Background: an optimization exercise with open tools, aiming at small area, a short achievable clock period and few clock cycles. Do not read the settings as production practice.
The RTL was checked by simulation tests, not by an equivalence proof against the original design.
No activity file was given, so power comes from the tool's default toggle rates.

===== design/flow/constraint.sdc =====
create_clock -name core_clock -period 10.0 [get_ports {clk}]
set_input_delay 2.0000 -clock core_clock [delete_from_list [all_inputs] [get_ports {clk}]]
set_output_delay 2.0000 -clock core_clock [all_outputs]
set_load 0.01 [all_outputs]

===== design/flow/standard.sh =====
#!/bin/bash
# synth_recipe.tcl (not shown) runs the flow's synth.tcl, then flattens the netlist and writes it again
# the make line also repeats each setting of config.mk as NAME=value (left out here)
make -C /OpenROAD-flow-scripts/flow DESIGN_CONFIG=/design/flow/config.mk WORK_HOME=/design/flow/orfs CLKGATE_MAP_FILE= SYNTH_SCRIPT=/design/flow/synth_recipe.tcl "${@:-finish}"

===== design/flow/flow/run.sh =====
#!/bin/bash
set -euo pipefail
export SETUP_SLACK_MARGIN=6.6
export TNS_END_PERCENT=100
bash standard.sh > standard_flow.log 2>&1

===== design/flow/config.mk =====
export PLATFORM = sky130hd
export DESIGN_NAME = multi_core_wb
export DESIGN_NICKNAME = multi_core_wb
export VERILOG_FILES = /design/flow/design.v
export SDC_FILE = /design/flow/constraint.sdc
export NUM_CORES = 4
export LEC_CHECK = 0
export CAP_MARGIN = 20
export CORE_MARGIN = 2
export CORE_UTILIZATION = 72
export CTS_BUF_LIST = sky130_fd_sc_hd__clkbuf_16
export CTS_CLUSTER_DIAMETER = 60
export CTS_CLUSTER_SIZE = 30
export PLACE_DENSITY = 0.8
export SLEW_MARGIN = 20

===== design/flow/design.v =====
module multi_core_wb #(
    parameter N = 2,
    parameter IMG_SIZE = 64,
    parameter OUTPUT_SIZE = 32
)(
    input clk,
    input rst,
    input         i_wb_cyc,
    input         i_wb_stb,
    input         i_wb_we,
    input  [3:0]  i_wb_sel,
    input  [31:0] i_wb_addr,
    input  [31:0] i_wb_data,
    output reg [31:0] o_wb_data,
    output reg        o_wb_ack,
    output reg        o_wb_stall
);
reg [3:0] cnt;    
always @(posedge clk) begin
  if (rst) cnt <= 4'd7;
  else     cnt <= cnt + 4'd1;
end
wire [3:0] cnt_n = cnt + 4'd1;
wire [2:0] cc    = cnt[2:0];      
wire [2:0] cc_n  = cnt_n[2:0];    
reg  stall_i, w_hold;
wire req       = i_wb_cyc & i_wb_stb & ~stall_i;
wire a9        = i_wb_addr[9];
wire acc_pix   = req &  i_wb_we & ~a9;
wire acc_start = req &  i_wb_we &  a9;
wire acc_stat  = req & ~i_wb_we &  a9;
reg        w_pend;
reg        w_core;
reg [1:0]  w_pair;    
reg [3:0]  w_slot;    
reg [31:0] w_data;
wire ins_now  = w_pend & (w_slot == cnt);
reg  [1:0] lr;        
wire [1:0] lr_n  = (cc == 3'd7) ? ((lr == 2'd2) ? 2'd0 : lr + 2'd1) : lr;
wire [1:0] lr_nn = (cc_n == 3'd7) ? ((lr_n == 2'd2) ? 2'd0 : lr_n + 2'd1) : lr_n;
wire dirty_now  = ins_now & ({1'b0, w_pair} <= {1'b0, lr} + 3'd1);
reg  clean;           
reg  clean_done;      
wire it_first   = (lr == 2'd0) & (cc == 3'd0);    
wire it_end     = (lr == 2'd0) & (cc == 3'd2);    
always @(posedge clk) begin
  if (rst) begin
    lr         <= 2'd2;
    clean      <= 1'b0;
    clean_done <= 1'b0;
  end else begin
    lr         <= lr_n;
    clean      <= (it_first | clean) & ~dirty_now;
    clean_done <= (it_first ? clean : clean_done) & ~ins_now;
  end
end
reg       busy;       
reg       done_flag;  
reg       st_wait;    
wire finish        = busy & it_end & clean_done & ~ins_now;
wire hold_stat     = acc_stat & busy & ~finish;
wire st_wait_n     = hold_stat | (st_wait & ~finish);
always @(posedge clk) begin
  if (rst) begin
    busy      <= 1'b0;
    done_flag <= 1'b0;
    st_wait   <= 1'b0;
  end else begin
    busy      <= (busy | acc_start) & ~finish;
    done_flag <= acc_start ? 1'b0 : (done_flag | finish);
    st_wait   <= st_wait_n;
  end
end
wire w_pend_n = stall_i ? (w_pend & ~ins_now) : acc_pix;
wire [3:0] w_slot_n = w_hold ? w_slot : i_wb_addr[3:0];
wire w_mis_n  = w_slot_n != cnt_n;
always @(posedge clk) begin
  if (!w_hold) begin
    w_core <= i_wb_addr[8];
    w_pair <= i_wb_addr[5:4];
    w_slot <= i_wb_addr[3:0];
    w_data <= i_wb_data;
  end
end
always @(posedge clk) begin
  if (rst) begin
    w_pend     <= 1'b0;
    w_hold     <= 1'b0;
    stall_i    <= 1'b0;
    o_wb_stall <= 1'b0;
    o_wb_ack   <= 1'b0;
  end else begin
    w_pend     <= w_pend_n;
    w_hold     <= w_pend_n & w_mis_n;
    stall_i    <= (st_wait_n | w_pend_n) & (st_wait_n | w_mis_n);
    o_wb_stall <= st_wait_n | (w_pend_n & w_mis_n);
    o_wb_ack   <= (req & ~hold_stat) | (st_wait & finish);
  end
end
wire [31:0] tap [0:15];    
genvar k, i;
generate
for (k = 0; k < 2; k = k + 1) begin : core_mem
  for (i = 0; i < 4; i = i + 1) begin : pair
    reg [511:0] r;
    wire ins = ins_now & (w_core == k) & (w_pair == i);
    always @(posedge clk)
      r <= {r[479:0], ins ? w_data : r[511:480]};
    assign tap[8*k + 2*i]     = r[511:480];
    assign tap[8*k + 2*i + 1] = r[255:224];
  end
end
endgenerate
wire [31:0] pred [0:1];
generate
for (k = 0; k < 2; k = k + 1) begin : core
  localparam P = (k == 1);
  reg       oh0, oh1;    
  reg [1:0] rb;          
  reg       ph0, ph1, ph0d, ph1d;
  reg [1:0] pb, pbd;
  reg       aclr, amv, ax2;  
  reg       bclr, bx2;       
  reg       fen, fclr;   
  always @(posedge clk) begin
    oh0  <= (lr_n == 2'd0) ^ P;
    oh1  <= (lr_n == 2'd1) ^ P;
    rb   <= lr_n ^ {2{P}};
    ph0  <= (lr_nn == 2'd0) ^ P;
    ph1  <= (lr_nn == 2'd1) ^ P;
    pb   <= lr_nn ^ {2{P}};
    ph0d <= ph0;
    ph1d <= ph1;
    pbd  <= pb;
    aclr <= (cc == 3'd0) ^ P;
    amv  <= ((cc == 3'd4) | (cc == 3'd6)) ^ P;
    ax2  <= ((cc == 3'd1) | (cc == 3'd2) | (cc == 3'd4) | (cc == 3'd6)) ^ P;
    bclr <= ((cc == 3'd2) | (cc == 3'd4)) ^ P;
    bx2  <= P ? ~(cc[0] & (cc[1] | cc[2])) : (cc[0] & (cc[1] ^ cc[2]));   
    fen  <= ((cc_n == 3'd6) | (cc_n == 3'd0) | (cc_n == 3'd2)) ^ P;
    fclr <= ((lr_n == 2'd0) & (cc_n == 3'd6)) ^ P;
  end
  wire s0 = oh0 ^ P;
  wire s1 = oh1 ^ P;
  wire [1:0] r = rb ^ {2{P}};
  wire t0 = ph0d ^ P;
  wire t1 = ph1d ^ P;
  wire [1:0] u = pbd ^ {2{P}};
  wire [31:0] q0 = s0 ? tap[8*k+0] : s1 ? tap[8*k+2] : tap[8*k+4];
  wire [31:0] q1 = t0 ? tap[8*k+1] : t1 ? tap[8*k+3] : tap[8*k+5];
  wire [31:0] q2 = r[1] ? tap[8*k+6] : r[0] ? tap[8*k+4] : tap[8*k+2];
  wire [31:0] q3 = u[1] ? tap[8*k+7] : u[0] ? tap[8*k+5] : tap[8*k+3];
  wire [31:0] n0  = ~q0;
  wire [31:0] n1  = ~q1;
  wire [31:0] s1v = q2 ^ q3 ^ n0;
  wire [31:0] m1  = (q2 & q3) | (q2 & n0) | (q3 & n0);
  wire [31:0] c1  = {m1[30:0], 1'b1};
  wire [31:0] ts  = s1v ^ c1 ^ n1;
  wire [31:0] m2  = (s1v & c1) | (s1v & n1) | (c1 & n1);
  reg  [31:0] tsr, tcr;
  always @(posedge clk) begin
    tsr <= ts;
    tcr <= {m2[30:0], 1'b1};
  end
  wire wa = ax2 ^ P;
  wire wb = bx2 ^ P;
  wire [31:0] ua = wa ? {tsr[30:0], 1'b0} : tsr;
  wire [31:0] va = wa ? {tcr[30:0], 1'b0} : tcr;
  wire [31:0] ub = wb ? {tsr[30:0], 1'b0} : tsr;
  wire [31:0] vb = wb ? {tcr[30:0], 1'b0} : tcr;
  reg  [31:0] as, bs, bc;
  reg  [14:0] ag;
  wire [31:0] ac;
  genvar g;
  for (g = 0; g < 16; g = g + 1) begin : agrp
    if (g < 15) assign ac[2*g+2] = ag[g];
    if (g < 15) assign ac[2*g+3] = 1'b0;
  end
  assign ac[1:0] = 2'b00;
  wire [31:0] a0s = (aclr ^ P) ? 32'd0 : (amv ^ P) ? bs : as;
  wire [31:0] a0c = (aclr ^ P) ? 32'd0 : (amv ^ P) ? bc : ac;
  wire [31:0] b0s = (bclr ^ P) ? 32'd0 : bs;
  wire [31:0] b0c = (bclr ^ P) ? 32'd0 : bc;
  wire [31:0] a1s = a0s ^ a0c ^ ua;
  wire [31:0] a1m = (a0s & a0c) | (a0s & ua) | (a0c & ua);
  wire [31:0] a1c = {a1m[30:0], 1'b0};
  wire [31:0] a2m = (a1s & a1c) | (a1s & va) | (a1c & va);
  wire [31:0] b1s = b0s ^ b0c ^ ub;
  wire [31:0] b1m = (b0s & b0c) | (b0s & ub) | (b0c & ub);
  wire [31:0] b1c = {b1m[30:0], 1'b0};
  wire [31:0] b2m = (b1s & b1c) | (b1s & vb) | (b1c & vb);
  wire [31:0] a2s = a1s ^ a1c ^ va;
  wire [31:0] a2c = {a2m[30:0], 1'b0};
  wire [47:0] a2g;    
  for (g = 0; g < 16; g = g + 1) begin : agsum
    assign a2g[3*g+2:3*g] = {1'b0, a2s[2*g+1:2*g]} + {1'b0, a2c[2*g+1:2*g]};
  end
  always @(posedge clk) begin
    as <= {a2g[46:45], a2g[43:42], a2g[40:39], a2g[37:36], a2g[34:33], a2g[31:30],
           a2g[28:27], a2g[25:24], a2g[22:21], a2g[19:18], a2g[16:15], a2g[13:12],
           a2g[10:9], a2g[7:6], a2g[4:3], a2g[1:0]};
    ag <= {a2g[44], a2g[41], a2g[38], a2g[35], a2g[32], a2g[29], a2g[26], a2g[23],
           a2g[20], a2g[17], a2g[14], a2g[11], a2g[8], a2g[5], a2g[2]};
    bs <= b1s ^ b1c ^ vb;
    bc <= {b2m[30:0], 1'b0};
  end
  reg  [31:0] X;
  always @(posedge clk) X <= as + ac;
  reg  [31:0] F, PR;
  wire [31:0] sum = ((fclr ^ P) ? 32'd0 : F) + {{2{X[31]}}, X[31:2]};
  always @(posedge clk) begin
    if (fen ^ P) F  <= sum;
    if (finish)  PR <= sum;
  end
  assign pred[k] = PR[31] ? 32'd0 : PR;    
end
endgenerate
always @(posedge clk) begin
  if (st_wait)  o_wb_data <= 32'd1;
  else if (a9)  o_wb_data <= {31'b0, done_flag | finish};
  else          o_wb_data <= pred[i_wb_addr[0]];
end
endmodule

==> summary.txt, run 1 <==
Outcome
  – Status: complete, no violations

Hold path
  – Hold Path Class: flop to flop

Clock tree
  – CTS tree: yes
  – Worst-Skew Late Latency: 0.88 ns
  – CTS root buffer: clkbuf_16
  – Max clock buf depth: 3
  – Clock Pin Slew Worst Setup and Hold Paths: 0.11 ns
  – Htree depth: 4
  – # clock sinks: 4754
  – TritonCTS Buffers: 197

Timing
  – Tcrit/Tclk final: 34.0%
  – # setup viols final: 0
  – F_max: 294 MHz
  – Worst rel slew slack: 22.9%
  – Slew Viols, Final: 0
  – Final Hold Fails: 0
  – Crit path time final: 3.40 ns
  – Unrepaired setup endpoints after global routing: true
  – Worst Clk Skew: 0.0403 ns
  – Least-Margin Pin Slew: 1.16 ns
  – Setup tns final: 0 ns

Synth
  – Synthesized Nets: 8870
  – Share of the synthesized area in the top cell type: 72.6%
  – Number of synthesized flops with an enable pin: 163
  – Post-synth top area cell: dfxtp_1
  – Synth Instances: 8256
  – Post-synthesis area per instance: 15.3 um2
  – Yosys warning count: 1
  – Largest cells by area after synthesis: dfxtp_1, fa_1, edfxtp_1, mux2i_1, mux2_2
  – Async S/R FF share, synth: 0%
  – Cell Area, Synth: 0.127 mm2
  – Seq/Total Area, Yosys: 76.5%
  – Dominant synthesized flop cell: dfxtp_1
  – Yosys reg bits: 4754
  – Post-synth cell types: 77

Routing
  – Vias per cell: 5.30
  – Routed vias: 57.2k
  – WL final: 234000 um
  – Post-DRT Antenna Nets: 0
  – Iteration-0 DRC Markers: 3788
  – Pre-Repair DR Iteration Count: 6
  – Drt drc: 0
  – Routed wire per std cell: 21.6 um

Global route
  – Initial antenna violation count: 13
  – Vias in the first global route: 59.9k
  – Total track usage: 26.3%
  – First-pass GRT wire length: 356000 um
  – Largest net degree at the start of global routing: 68
  – Total global routing overflow: 0

Final layout
  – Layout area overhead: 7.59%
  – Fillers: 9642
  – Layout Nets: 8979
  – Share of cells above drive strength 1: 10.5%
  – Most frequent cells in the layout: dfxtp_1, mux2i_1, fa_1
  – Multi-input logic area: 0.0280 mm2
  – Register area: 0.0969 mm2
  – Most common cell after layout, fill and taps aside: dfxtp_1
  – Design Area, Final: 0.136 mm2

Floorplanning
  – Initial Utilization: 72.6%
  – Row count: 153
  – Ports: 107
  – Die H: 423 um
  – Width of the die: 423 um
  – Core footprint: 0.174 mm2
  – Die area: 0.179 mm2

Critical path
  – Worst Setup End Kind: output port
  – Max FO, Critical Path: 1
  – Max incr delay on CP: 0.41 ns
  – CP Class: flop to output port
  – Critical Path Start Type: flop
  – CP delay by family, top: flip-flops
  – Required time of the critical path: 8.00 ns
  – Buf/Inv on CP: 1
  – Slowest-stage cell, CP: dfxtp_4
  – Critical Path AT: 1.40 ns
  – Cells along the critical path: buf_6

Placed design
  – Area after DPL: 0.130 mm2
  – I/O Buffers: 77
  – RePlAce Congestion: 0.902
  – DP Wirelength: 144000 um

Run
  – Max-cap violations: 0

Power
  – Worst VDD drop: 0.000205 V
  – Pwr/cell area: 302 mW/mm2
  – P_leak: 56.0 nW
## per-stage QoR
| step | instances | setup slack (ns) | hold slack (ns) | total power, mW | utilization [%] |
|---|---|---|---|---|---|
| CTS | 10791 | 6.40 | 0.317 | 41.2 | 78.1 |
| global route | 10794 | 6.56 | 0.319 | 43.2 | 78.2 |
| floorplan | 8256 | 6.55 | 0.310 | 28.4 | - |
| finish | 10796 | 6.60 | 0.315 | 41.1 | 78.2 |
| detailed placement | 10486 | 5.78 | 0.312 | 31.5 | 74.5 |
| global placement | 10486 | 5.78 | 0.309 | 31.0 | 74.5 |
## logic make-up after synthesis
kind of cell    Yosys count  share of synthesized area [%]
compound gates          584                           2.76
xor+xnor                143                          0.990
fa+ha+maj               541                           7.67
buf+inv                 489                           1.50
flops                  4754                           76.5
mux                     854                           7.25
other cells               1                        0.00296
simple gates            890                           3.33
## sequential cells by signal, summed over array words and instances (netlist names), 4 cells and up
name,flops
o_wb_data,31
core.bc,62
core.tsr,64
core.bs,64
core_mem.pair.r,4096
cnt,4
core.F,64
w_slot,4
core.pb,4
core.ag,30
core.tcr,62
core.PR,64
core.rb,4
core.X,60
core.pbd,4
w_data,32
core.as,64
## synthesized netlist by cell type, types with 96 or more instances
cell type,number
dfxtp_1,4591
mux2i_1,444
fa_1,392
mux2_2,376
nand2_1,313
inv_1,274
nor2_1,226
a21oi_1,199
o21ai_0,174
edfxtp_1,163
ha_1,149
clkbuf_1,132
xnor2_1,96
## timing repair
action | CTS | global route
resized for setup | 178 | 25
cloned | 0 | 0
pin swaps | 3 | 6
hold buffers | 0 | 0
endpoints found under the setup margin | 102 | 71
setup buffers | 3 | 1
## worst paths after layout
check,depth (start not counted),slack (ns),startpoint,to
worst max-delay path,1,6.60,o_wb_ack,o_wb_ack
worst min-delay path,0,0.32,core_mem[0].pair[1].r[50],core_mem[0].pair[1].r[82]
worst max register to register,11,6.65,core[1].fclr,core[1].PR[24]
worst min register to register,0,0.32,core_mem[0].pair[1].r[50],core_mem[0].pair[1].r[82]
## layout make-up
cell class	instances	area share, %
sequential	4754	71.2
tap	2325	2.14
inverter	274	0.755
antenna	3	0.00551
timing repair buffer	125	0.814
multi-input combinational	3013	20.6
clock buffer	202	3.71
clock inverter	100	0.870
## metal layers
metal / wire, um / track usage (%) / up-vias
met5: 24 / 0 / -
met4: 7880 / 8.68 / 4
met3: 10000 / 3.31 / 387
met2: 108000 / 42.3 / 1262
met1: 107000 / 37.7 / 28576
li1: - / - / 26945
## power breakdown
part,internal [mW],switching (mW)
combinational,4.09,5.83
clock,3.98,5.77
sequential,20.6,0.858
Testbench counts, summed over its fixed seeds: cycles 6,968.
==> run 2: changes to the inputs <==
==> design/flow/flow/run.sh (replaced) <==
#!/bin/bash
set -euo pipefail
export SETUP_SLACK_MARGIN=6.9
export TNS_END_PERCENT=100
bash standard.sh > standard_flow.log 2>&1
==> summary.txt, run 2 <==
Outcome
  – Status: complete, no violations (unchanged)

Run
  – Max-cap violations: 0 (unchanged)

Synth
  – Yosys warning count: 1 (unchanged)
  – Synthesized Nets: 8870 (unchanged)
  – Post-synthesis area per instance: 15.3 um2 (unchanged)
  – Dominant synthesized flop cell: dfxtp_1 (unchanged)
  – Post-synth top area cell: dfxtp_1 (unchanged)
  – Post-synth cell types: 77 (unchanged)
  – Yosys reg bits: 4754 (unchanged)
  – Share of the synthesized area in the top cell type: 72.6% (unchanged)
  – Most frequent cell after synthesis: dfxtp_1 (unchanged)
  – Seq/Total Area, Yosys: 76.5% (unchanged)
  – Largest cells by area after synthesis: dfxtp_1, fa_1, edfxtp_1, mux2i_1, mux2_2 (unchanged)
  – Synth Instances: 8256 (unchanged)
  – Top post-synthesis cells by count: dfxtp_1, mux2i_1, fa_1 (unchanged)
  – Async S/R FF share, synth: 0% (unchanged)
  – Number of synthesized flops with an enable pin: 163 (unchanged)
  – Cell Area, Synth: 0.127 mm2 (unchanged)

Power
  – Pwr/cell area: 300 mW/mm2 (was 302 mW/mm2)
  – Seq pwr share: 52.2% (about the same)
  – Switching Share: 30.1% (was 30.3%)
  – P_leak: 56.2 nW (was 56.0 nW)
  – P_int: 28.7 mW (about the same)
  – Worst VDD drop: 0.000226 V (was 0.000205 V)
  – Total power: 41.1 mW (about the same)
  – Clock Power Share: 23.6% (was 23.7%)
  – Comb pwr share: 24.2% (was 24.1%)
  – P_sw: 12.4 mW (was 12.5 mW)

Global route
  – Vias in the first global route: 59.8k (was 59.9k)
  – Initial antenna violation count: 10 (was 13)
  – Largest net degree at the start of global routing: 65 (was 68)
  – Total track usage: 26.2% (was 26.3%)
  – First-pass GRT wire length: 354000 um (was 356000 um)
  – Total global routing overflow: 0 (unchanged)

Placed design
  – DP Wirelength: 141000 um (was 144000 um)
  – I/O Buffers: 77 (unchanged)
  – RePlAce Congestion: 0.889 (was 0.902)
  – Area after DPL: 0.130 mm2 (about the same)
  – Placed cell count: 10.5k (about the same)

Critical path
  – CP Class: flop to output port (unchanged)
  – Cells along the critical path: buf_6 (unchanged)
  – Max incr delay on CP: 0.41 ns (about the same)
  – Required time of the critical path: 8.00 ns (about the same)
  – Buf/Inv on CP: 1 (unchanged)
  – Critical Path AT: 1.39 ns (was 1.40 ns)
  – Worst Setup End Kind: output port (unchanged)
  – CP delay by family, top: flip-flops (unchanged)
  – Slowest-stage cell, CP: dfxtp_4 (unchanged)
  – Max FO, Critical Path: 1 (unchanged)
  – Critical Path Start Type: flop (unchanged)

Routing
  – Drt drc: 0 (unchanged)
  – Routed vias: 57.3k (was 57.2k)
  – Post-DRT Antenna Nets: 0 (unchanged)
  – Wire length on met2: 110000 um (was 108000 um)
  – DR top layer: met5 (unchanged)
  – WL final: 237000 um (was 234000 um)
  – Routed wire per std cell: 21.9 um (was 21.6 um)
  – Pre-Repair DR Iteration Count: 5 (was 6)
  – M1 wire length: 107000 um (about the same)
  – Vias per cell: 5.30 (about the same)
  – Iteration-0 DRC Markers: 3821 (was 3788)
  – DR WL met3: 10500 um (was 10000 um)

Floorplanning
  – Ports: 107 (unchanged)
  – Row count: 153 (unchanged)
  – Die H: 423 um (unchanged)
  – Core footprint: 0.174 mm2 (unchanged)
  – Die area: 0.179 mm2 (unchanged)
  – Width of the die: 423 um (unchanged)
  – Initial Utilization: 72.6% (unchanged)

Hold path
  – Hold Path Class: flop to flop (unchanged)

Timing
  – Least-Margin Pin Slew: 1.19 ns (was 1.16 ns)
  – F_max: 295 MHz (was 294 MHz)
  – Crit path time final: 3.39 ns (was 3.40 ns)
  – Final Hold Fails: 0 (unchanged)
  – Worst rel slew slack: 20.9% (was 22.9%)
  – Setup tns final: 0 ns (unchanged)
  – Worst Clk Skew: 0.0350 ns (was 0.0403 ns)
  – Tcrit/Tclk final: 33.9% (was 34.0%)
  – Unrepaired setup endpoints after global routing: true (unchanged)
  – # setup viols final: 0 (unchanged)
  – Slew Viols, Final: 0 (unchanged)

Final layout
  – Largest register FFs: 4096 (unchanged)
  – Post-Layout Cell Count: 10.8k (about the same)
  – Design Area, Final: 0.137 mm2 (was 0.136 mm2)
  – Most frequent cells in the layout: dfxtp_1, mux2i_1, fa_1 (unchanged)
  – Most common cell after layout, fill and taps aside: dfxtp_1 (unchanged)
  – Layout Nets: 8998 (was 8979)
  – Layout area overhead: 8.14% (was 7.59%)
  – Largest register by flop count: core_mem.pair.r (unchanged)
  – Share of cells above drive strength 1: 11.2% (was 10.5%)

Clock tree
  – Worst-Skew Late Latency: 0.88 ns (about the same)
  – # clock sinks: 4754 (unchanged)
  – Max clock buf depth: 3 (unchanged)
  – TritonCTS Buffers: 196 (was 197)
  – Htree depth: 4 (unchanged)
  – Clock Pin Slew Worst Setup and Hold Paths: 0.10 ns (was 0.11 ns)
  – CTS tree: yes (unchanged)
  – Post-CTS Hold Fix Bufs: 0 (unchanged)
  – CTS root buffer: clkbuf_16 (unchanged)
==> run 2: cell counts after synthesis <==
Identical to the previous run, type by type.
==> run 2: cell families after synthesis <==
| group | after synthesis | synth area share (%) |
|---|---|---|
| buffers and inverters | 489 | 1.50 |
| muxes | 854 | 7.25 |
| AOI/OAI and AO/OA | 584 | 2.76 |
| other | 1 | 0.00296 |
| DFF | 4754 | 76.5 |
| xor gates and xnor gates | 143 | 0.990 |
| and+or+nand+nor | 890 | 3.33 |
| adders and majority gates | 541 | 7.67 |
==> run 2: what timing repair did <==
action / 4_1_cts / 5_1_grt
resized for setup: 277 / 49
pin swaps: 8 / 25
endpoints found under the hold margin: 0 / 0
buffers inserted: 8 / 12
setup endpoints to repair: 237 / 192
cloned: 2 / 7
==> run 2: layer usage <==
layer | vias to the layer above | track usage (%)
met5 | - | 0
met4 | 4 | 10.3
met3 | 452 | 3.53
met2 | 1352 | 42.1
met1 | 28564 | 36.6
li1 | 26957 | -
==> run 2: path summary, 6_finish.rpt <==
kind | from | endpoint | slack, ns | cells past startpoint
worst max-delay path | o_wb_data[21] | o_wb_data[21] | 6.61 | 1
worst min-delay path | core_mem[0].pair[2].r[87] | core_mem[0].pair[2].r[119] | 0.30 | 0
worst max register to register | core[0].fclr | core[0].F[18] | 6.92 | 11
worst min register to register | core_mem[0].pair[2].r[87] | core_mem[0].pair[2].r[119] | 0.30 | 0
==> run 2: final cells by class <==
| type | instances | area (um2) |
|---|---|---|
| Tap cell | 2325 | 2910 |
| Clock buffer | 200 | 5000 |
| Multi-Input combinational cell | 3015 | 28200 |
| Clock inverter | 101 | 1130 |
| Inverter | 274 | 1030 |
| Timing Repair Buffer | 143 | 1610 |
| Antenna cell | 3 | 7.51 |
| Sequential cell | 4754 | 97000 |
| Fill cell | 9577 | 37300 |
==> run 2: power by group through the flow <==
stage | clock network, mW | logic (mW) | registers, mW
global placement | 0 | 8.97 | 21.8
CTS | 9.84 | 9.74 | 21.4
floorplan | 0 | 6.97 | 21.4
finish | 9.70 | 9.93 | 21.5
global route | 10.5 | 11.2 | 21.5
detailed placement | 0 | 9.49 | 21.9
==> run 2: per-stage QoR <==
step	setup WS, ns	hold slack (ns)	util, %
2_1_floorplan	6.55	0.310	-
3_3_place_gp	5.52	0.310	74.5
3_5_place_dp	5.76	0.312	74.5
4_1_cts	6.54	0.304	78.3
5_1_grt	6.56	0.304	78.6
6_report	6.61	0.301	78.6
==> run 3: changes to the inputs <==
--- a/design/flow/config.mk
+++ b/design/flow/config.mk
@@ -9,7 +9,7 @@
 export CORE_MARGIN = 2
 export CORE_UTILIZATION = 72
 export CTS_BUF_LIST = sky130_fd_sc_hd__clkbuf_16
-export CTS_CLUSTER_DIAMETER = 60
-export CTS_CLUSTER_SIZE = 30
+export CTS_CLUSTER_DIAMETER = 50
+export CTS_CLUSTER_SIZE = 20
 export PLACE_DENSITY = 0.8
 export SLEW_MARGIN = 20
==> summary.txt, run 3 <==
Final layout
  – Largest register by flop count: core_mem.pair.r (unchanged)
  – Fillers: 9164 (was 9577)
  – Most frequent cells in the layout: dfxtp_1, mux2i_1, fa_1 (unchanged)
  – Share of cells above drive strength 1: 12.4% (was 11.2%)
  – Register area: 0.0970 mm2 (about the same)
  – Post-Layout Cell Count: 10.9k (was 10.8k)
  – Multi-input logic area: 0.0283 mm2 (was 0.0282 mm2)
  – Most common cell after layout, fill and taps aside: dfxtp_1 (unchanged)
  – Layout area overhead: 10.2% (was 8.14%)
  – Largest register FFs: 4096 (unchanged)
  – Layout Nets: 9121 (was 8998)

Power
  – Total power: 43.4 mW (was 41.1 mW)
  – Worst VDD drop: 0.000218 V (was 0.000226 V)
  – P_int: 30.6 mW (was 28.7 mW)
  – P_leak: 57.5 nW (was 56.2 nW)
  – Seq pwr share: 49.5% (was 52.2%)
  – P_sw: 12.8 mW (was 12.4 mW)
  – Pwr/cell area: 311 mW/mm2 (was 300 mW/mm2)
  – Clock Power Share: 27.1% (was 23.6%)
  – Comb pwr share: 23.4% (was 24.2%)
  – Switching Share: 29.4% (was 30.1%)

Critical path
  – Critical Path AT: 1.43 ns (was 1.39 ns)
  – Worst Setup End Kind: output port (unchanged)
  – Slowest-stage cell, CP: dfxtp_4 (unchanged)
  – Max incr delay on CP: 0.40 ns (was 0.41 ns)
  – Max FO, Critical Path: 1 (unchanged)
  – Buf/Inv on CP: 1 (unchanged)
  – Cells along the critical path: buf_6 (unchanged)
  – Critical Path Start Type: flop (unchanged)
  – CP delay by family, top: flip-flops (unchanged)
  – Required time of the critical path: 8.00 ns (about the same)
  – CP Class: flop to output port (unchanged)

Timing
  – Tcrit/Tclk final: 34.3% (was 33.9%)
  – # setup viols final: 0 (unchanged)
  – Slew Viols, Final: 0 (unchanged)
  – Worst hold slack: 0.301 ns (about the same)
  – Least-Margin Pin Slew: 1.23 ns (was 1.19 ns)
  – F_max: 291 MHz (was 295 MHz)
  – Crit path time final: 3.43 ns (was 3.39 ns)
  – Worst rel slew slack: 18.3% (was 20.9%)
  – Final Hold Fails: 0 (unchanged)
  – Setup tns final: 0 ns (unchanged)
  – Unrepaired setup endpoints after global routing: true (unchanged)
  – Worst Clk Skew: 0.0477 ns (was 0.0350 ns)

Placed design
  – Placed cell count: 10.5k (unchanged)
  – RePlAce Congestion: 0.889 (unchanged)
  – DP Wirelength: 141000 um (unchanged)
  – I/O Buffers: 77 (unchanged)

Global route
  – Largest net degree at the start of global routing: 65 (unchanged)
  – Initial antenna violation count: 8 (was 10)
  – Total global routing overflow: 0 (unchanged)
  – Vias in the first global route: 61.8k (was 59.8k)
  – Total track usage: 27.3% (was 26.2%)
  – First-pass GRT wire length: 368000 um (was 354000 um)

Run
  – Max-cap violations: 0 (unchanged)

Synth
  – Synth Instances: 8256 (unchanged)
  – Number of synthesized flops with an enable pin: 163 (unchanged)
  – Largest cells by area after synthesis: dfxtp_1, fa_1, edfxtp_1, mux2i_1, mux2_2 (unchanged)
  – Most frequent cell after synthesis: dfxtp_1 (unchanged)
  – Post-Synth Simple-Gate Area: 3.33% (unchanged)
  – Async S/R FF share, synth: 0% (unchanged)
  – Post-synthesis area per instance: 15.3 um2 (unchanged)
  – Dominant synthesized flop cell: dfxtp_1 (unchanged)
  – Cell Area, Synth: 0.127 mm2 (unchanged)
  – Portion of netlist area occupied by mux cells: 7.25% (unchanged)
  – Post-Synth XOR/XNOR Area: 0.990% (unchanged)
  – Synthesized Nets: 8870 (unchanged)
  – Yosys warning count: 1 (unchanged)
  – Largest family of logic cells by synthesized area: adder cells (unchanged)
  – Yosys reg bits: 4754 (unchanged)
  – Share of the synthesized area in the top cell type: 72.6% (unchanged)
  – Seq/Total Area, Yosys: 76.5% (unchanged)
  – Post-Synth Adder-Cell Area: 7.67% (unchanged)
  – Post-synth cell types: 77 (unchanged)
  – Synth Area in Compound Gates: 2.76% (unchanged)
  – Top post-synthesis cells by count: dfxtp_1, mux2i_1, fa_1 (unchanged)
  – Post-synth top area cell: dfxtp_1 (unchanged)

Clock tree
  – Post-CTS Hold Fix Bufs: 0 (unchanged)
  – TritonCTS Buffers: 305 (was 196)
  – CTS root buffer: clkbuf_16 (unchanged)
  – Htree depth: 5 (was 4)
  – # clock sinks: 4754 (unchanged)
  – Worst-Skew Late Latency: 0.95 ns (was 0.88 ns)
  – Max clock buf depth: 4 (was 3)
  – CTS tree: yes (unchanged)
  – Clock Pin Slew Worst Setup and Hold Paths: 0.08 ns (was 0.10 ns)

Floorplanning
  – Ports: 107 (unchanged)
  – Die H: 423 um (unchanged)
  – Initial Utilization: 72.6% (unchanged)
  – Die area: 0.179 mm2 (unchanged)
  – Width of the die: 423 um (unchanged)
  – Core footprint: 0.174 mm2 (unchanged)
  – Row count: 153 (unchanged)

Routing
  – Drt drc: 0 (unchanged)
  – Routed vias: 58.7k (was 57.3k)
  – WL final: 245000 um (was 237000 um)
  – Routed wire per std cell: 22.5 um (was 21.9 um)
  – Iteration-0 DRC Markers: 4126 (was 3821)
  – Pre-Repair DR Iteration Count: 5 (unchanged)
  – Vias per cell: 5.37 (was 5.30)
  – Post-DRT Antenna Nets: 0 (unchanged)

Outcome
  – Status: complete, no violations (unchanged)

Hold path
  – Hold Path Class: flop to flop (unchanged)
## run 3: cell counts after synthesis
Identical to the previous run, type by type.
## run 3: path summary, 6_finish.rpt
| path | slack (ns) | depth (start not counted) | start | to |
|---|---|---|---|---|
| min | 0.30 | 0 | core_mem[0].pair[1].r[16] | core_mem[0].pair[1].r[48] |
| max | 6.57 | 1 | o_wb_stall | o_wb_stall |
| min reg2reg | 0.30 | 0 | core_mem[0].pair[1].r[16] | core_mem[0].pair[1].r[48] |
| max reg2reg | 6.83 | 13 | core[1].fclr | core[1].PR[29] |
## run 3: per-layer routing
metal	vias to the layer above	track usage, %	wire (um)
met3	543	3.83	11200
met5	-	0	33
li1	27197	-	-
met4	4	11.8	10600
met2	1526	43.5	114000
met1	29414	37.8	110000
## run 3: timing repair
action | CTS | global route
gates resized for setup | 281 | 56
cloned | 3 | 8
pin swaps | 8 | 27
endpoints found under the setup margin | 198 | 163
setup buffers | 10 | 22
## run 3: cell type report
| cell class | instances | share of cell area (%) |
|---|---|---|
| Clock buffer | 312 | 5.60 |
| Clock inverter | 86 | 0.503 |
| Multi-Input combinational cell | 3015 | 20.3 |
| Inverter | 274 | 0.738 |
| Timing Repair Buffer | 157 | 1.27 |
| Antenna cell | 3 | 0.00538 |
| Tap cell | 2325 | 2.09 |
| Sequential cell | 4754 | 69.5 |
## run 3: kinds of logic (layout without fill, tap and decap cells)
logic type                 count (synthesis)  in the layout
adders and majority gates                541            541
xor gates and xnor gates                 143            143
AOI/OAI and AO/OA                        584            584
DFF                                     4754           4754
other                                      1              4
muxes                                    854            854
and+or+nand+nor                          890            892
buffers and inverters                    489            829
## run 3: power groups by stage
stage	clock network, mW	registers (mW)	logic [mW]
finish	11.8	21.5	10.1
global route	12.6	21.5	11.4
CTS	11.9	21.4	9.85
detailed placement	0	21.9	9.49
global placement	0	21.8	8.97
floorplan	0	21.4	6.97
## run 3: per-stage QoR
| step | utilization [%] | cell area (um2) | setup WS (ns) |
|---|---|---|---|
| floorplan | - | 127000 | 6.55 |
| global placement | 74.5 | 130000 | 5.52 |
| CTS | 79.7 | 139000 | 6.51 |
| finish | 80.0 | 139000 | 6.57 |
| detailed placement | 74.5 | 130000 | 5.76 |
| global route | 80.0 | 139000 | 6.53 |
==> run 4: changes to the inputs <==
--- a/design/flow/config.mk
+++ b/design/flow/config.mk
@@ -7,9 +7,9 @@
 export LEC_CHECK = 0
 export CAP_MARGIN = 20
 export CORE_MARGIN = 2
-export CORE_UTILIZATION = 72
+export CORE_UTILIZATION = 76
 export CTS_BUF_LIST = sky130_fd_sc_hd__clkbuf_16
-export CTS_CLUSTER_DIAMETER = 50
-export CTS_CLUSTER_SIZE = 20
-export PLACE_DENSITY = 0.8
+export CTS_CLUSTER_DIAMETER = 60
+export CTS_CLUSTER_SIZE = 30
+export PLACE_DENSITY = 0.84
 export SLEW_MARGIN = 20
==> summary.txt, run 4 <==
Outcome
  – Status: complete, no violations (unchanged)

Timing
  – Worst rel slew slack: 22.8% (was 18.3%)
  – Tcrit/Tclk final: 33.3% (was 34.3%)
  – Final Hold Fails: 0 (unchanged)
  – Worst Clk Skew: 0.0389 ns (was 0.0477 ns)
  – # setup viols final: 0 (unchanged)
  – Crit path time final: 3.33 ns (was 3.43 ns)
  – Setup tns final: 0 ns (unchanged)
  – Least-Margin Pin Slew: 1.16 ns (was 1.23 ns)
  – Slew Viols, Final: 0 (unchanged)
  – F_max: 301 MHz (was 291 MHz)
  – Unrepaired setup endpoints after global routing: true (unchanged)

Floorplanning
  – Row count: 149 (was 153)
  – Ports: 107 (unchanged)
  – Core footprint: 0.165 mm2 (was 0.174 mm2)
  – Die area: 0.170 mm2 (was 0.179 mm2)
  – Initial Utilization: 76.6% (was 72.6%)
  – Die H: 412 um (was 423 um)
  – Width of the die: 412 um (was 423 um)

Clock tree
  – Htree depth: 4 (was 5)
  – Post-CTS Hold Fix Bufs: 0 (unchanged)
  – # clock sinks: 4754 (unchanged)
  – TritonCTS Buffers: 192 (was 305)
  – CTS root buffer: clkbuf_16 (unchanged)
  – Worst-Skew Late Latency: 0.88 ns (was 0.95 ns)
  – CTS tree: yes (unchanged)
  – Clock Pin Slew Worst Setup and Hold Paths: 0.12 ns (was 0.08 ns)
  – Max clock buf depth: 3 (was 4)

Critical path
  – Required time of the critical path: 8.00 ns (about the same)
  – Max incr delay on CP: 0.34 ns (was 0.40 ns)
  – Worst Setup End Kind: output port (unchanged)
  – Slowest-stage cell, CP: dfxtp_2 (was dfxtp_4)
  – Launching point of the worst reg2reg path: cnt[1] (was core[1].fclr)
  – CP Class: flop to output port (unchanged)
  – Path depth of the worst reg2reg path: 5 (was 13)
  – Buf/Inv on CP: 1 (unchanged)
  – CP delay by family, top: flip-flops (unchanged)
  – Critical Path Start Type: flop (unchanged)
  – Worst r2r dst: core_mem[1].pair[3].r[6] (was core[1].PR[29])
  – Max FO, Critical Path: 1 (unchanged)
  – Critical Path AT: 1.33 ns (was 1.43 ns)
  – Cells along the critical path: buf_6 (unchanged)
  – Setup slack, reg-to-reg: 6.69 ns (was 6.83 ns)

Hold path
  – Hold Path End: core_mem[0].pair[3].r[213] (was core_mem[0].pair[1].r[48])
  – Min-delay src: core_mem[0].pair[3].r[181] (was core_mem[0].pair[1].r[16])
  – Hold Crit Depth: 0 (unchanged)
  – Hold Path Class: flop to flop (unchanged)

Global route
  – Total track usage: 29.4% (was 27.3%)
  – Total global routing overflow: 0 (unchanged)
  – Vias in the first global route: 61.2k (was 61.8k)
  – First-pass GRT wire length: 372000 um (was 368000 um)
  – Largest net degree at the start of global routing: 68 (was 65)
  – Initial antenna violation count: 6 (was 8)

Synth
  – Synthesized Nets: 8870 (unchanged)
  – Most frequent cell after synthesis: dfxtp_1 (unchanged)
  – Post-synthesis area per instance: 15.3 um2 (unchanged)
  – Number of synthesized flops with an enable pin: 163 (unchanged)
  – Seq/Total Area, Yosys: 76.5% (unchanged)
  – Async S/R FF share, synth: 0% (unchanged)
  – Yosys reg bits: 4754 (unchanged)
  – Yosys warning count: 1 (unchanged)
  – Dominant synthesized flop cell: dfxtp_1 (unchanged)
  – Share of the synthesized area in the top cell type: 72.6% (unchanged)
  – Top post-synthesis cells by count: dfxtp_1, mux2i_1, fa_1 (unchanged)
  – Post-synth cell types: 77 (unchanged)
  – Post-synth top area cell: dfxtp_1 (unchanged)
  – Cell Area, Synth: 0.127 mm2 (unchanged)
  – Largest cells by area after synthesis: dfxtp_1, fa_1, edfxtp_1, mux2i_1, mux2_2 (unchanged)
  – Synth Instances: 8256 (unchanged)

Placed design
  – DP Wirelength: 149000 um (was 141000 um)
  – I/O Buffers: 77 (unchanged)
  – Area after DPL: 0.130 mm2 (about the same)
  – RePlAce Congestion: 0.890 (was 0.889)

Power
  – Pwr/cell area: 304 mW/mm2 (was 311 mW/mm2)
  – Seq pwr share: 52.1% (was 49.5%)
  – Clock Power Share: 22.7% (was 27.1%)
  – P_int: 28.6 mW (was 30.6 mW)
  – Switching Share: 30.8% (was 29.4%)
  – Total power: 41.4 mW (was 43.4 mW)
  – P_sw: 12.8 mW (about the same)
  – Comb pwr share: 25.2% (was 23.4%)
  – P_leak: 56.1 nW (was 57.5 nW)
  – Worst VDD drop: 0.000229 V (was 0.000218 V)

Final layout
  – Fillers: 8005 (was 9164)
  – Most common cell after layout, fill and taps aside: dfxtp_1 (unchanged)
  – Post-layout util: 82.4% (was 80.0%)
  – Layout area overhead: 7.59% (was 10.2%)
  – Share of cells above drive strength 1: 10.9% (was 12.4%)
  – Most frequent cells in the layout: dfxtp_1, mux2i_1, fa_1 (unchanged)
  – Largest register FFs: 4096 (unchanged)
  – Layout Nets: 8994 (was 9121)
  – Largest register by flop count: core_mem.pair.r (unchanged)
  – Design Area, Final: 0.136 mm2 (was 0.139 mm2)
  – N_diodes: 0 (was 3)

Routing
  – Pre-Repair DR Iteration Count: 7 (was 5)
  – Iteration-0 DRC Markers: 4947 (was 4126)
  – Routed wire per std cell: 23.6 um (was 22.5 um)
  – Vias per cell: 5.52 (was 5.37)
  – Post-DRT Antenna Nets: 0 (unchanged)
  – WL final: 251000 um (was 245000 um)
  – Drt drc: 0 (unchanged)
  – Routed vias: 58.7k (about the same)

Run
  – Max-cap violations: 0 (unchanged)
## run 4: changes by cell type in the layout (fill, tap and decap cells not counted), moves of 6 or more
cell,change
dfxtp_2,+9
buf_6,-9
ha_1,+6
clkinv_4,-11
dfxtp_1,+10
clkbuf_16,-116
buf_4,-16
inv_1,-7
dfxtp_4,-19
inv_12,+6
buf_2,+11
## run 4: kinds of logic (layout without fill, tap and decap cells)
group                    count (synthesis)  in the layout  synth area share [%]
buffers and inverters                  489            692                  1.50
adder cells (fa/ha/maj)                541            541                  7.67
flip-flops                            4754           4754                  76.5
other                                    1              1               0.00296
XOR/XNOR                               143            143                 0.990
AO/OA/AOI/OAI                          584            584                  2.76
multiplexers                           854            854                  7.25
AND/OR/NAND/NOR                        890            892                  3.33
## run 4: what timing repair did
item	CTS	global route
buffers inserted	15	6
resized for setup	211	48
gates cloned	2	8
pin swaps	5	10
endpoints found under the setup margin	249	234
## run 4: power groups by stage
stage	clock network (mW)	registers, mW	logic (mW)
2_1_floorplan	0	21.4	6.97
3_3_place_gp	0	21.9	9.00
3_5_place_dp	0	22.0	9.69
4_1_cts	9.46	21.5	10.1
5_1_grt	10.1	21.7	11.6
6_report	9.39	21.6	10.4
## run 4: final cells by class
cell class	count	area, um2	area share (%)
Clock buffer	197	4930	3.62
Tap cell	2189	2740	2.01
Clock inverter	78	800	0.587
Multi-Input combinational cell	3015	28200	20.7
Inverter	274	1030	0.755
Timing Repair Buffer	143	1610	1.18
Sequential cell	4754	96900	71.2
## run 4: how the worst max path moves through the flow
stage / slack [ns] / startpoint / cells after the start / to
floorplan: 6.55 / i_wb_addr[2] / 6 / o_wb_stall
global placement: 6.03 / i_wb_addr[2] / 7 / o_wb_stall
detailed placement: 5.98 / i_wb_addr[2] / 7 / stall_i
CTS: 6.61 / o_wb_data[18] / 1 / o_wb_data[18]
global route: 6.63 / o_wb_data[12] / 1 / o_wb_data[12]
finish: 6.67 / o_wb_data[18] / 1 / o_wb_data[18]
## run 4: layer usage
layer	vias up	wire (um)	GRT usage, %
met3	509	14600	4.35
met1	29475	110000	41.5
li1	26918	-	-
met5	-	27	0
met4	4	8840	9.77
met2	1832	118000	47.5
## run 4: through the flow
step	hold WS, ns	instances	setup slack (ns)
2_1_floorplan	0.310	8256	6.55
3_3_place_gp	0.310	10343	6.03
3_5_place_dp	0.312	10343	5.98
4_1_cts	0.312	10635	6.61
5_1_grt	0.313	10650	6.63
6_report	0.310	10650	6.67

-- static timing again, ports no longer ideal --
How much do the figures lean on ideal ports? The routed layouts below were timed once more, with nothing changed but the port constraints.
Step 1 assumes that a clkbuf_16 drives the clock port and a buf_2 every other input.
Step 2 also shifts input and output timing later by t, the mid clock arrival at the registers, as if the neighbouring blocks saw the same clock.
Slacks: ideal ports / drivers / drivers and shift; pairs: ideal ports / drivers.
run | t, ns | setup slack, ns | slew at the worst register clock pin (ns) | cell pins on the clock port's net
run 1 | 0.950 | 6.602 / 6.512 / 5.748 | 0.11 / 0.11 | 1
run 2 | 0.949 | 6.612 / 6.525 / 5.983 | 0.11 / 0.11 | 1
run 3 | 1.014 | 6.569 / 6.479 / 6.015 | 0.08 / 0.08 | 1
run 4 | 0.948 | 6.673 / 6.583 / 5.986 | 0.12 / 0.12 | 1
After both steps every run listed still meets setup and hold. The setup slack of run 1, which loses most, moves by -0.090 ns with the drivers and by -0.854 ns with both steps.
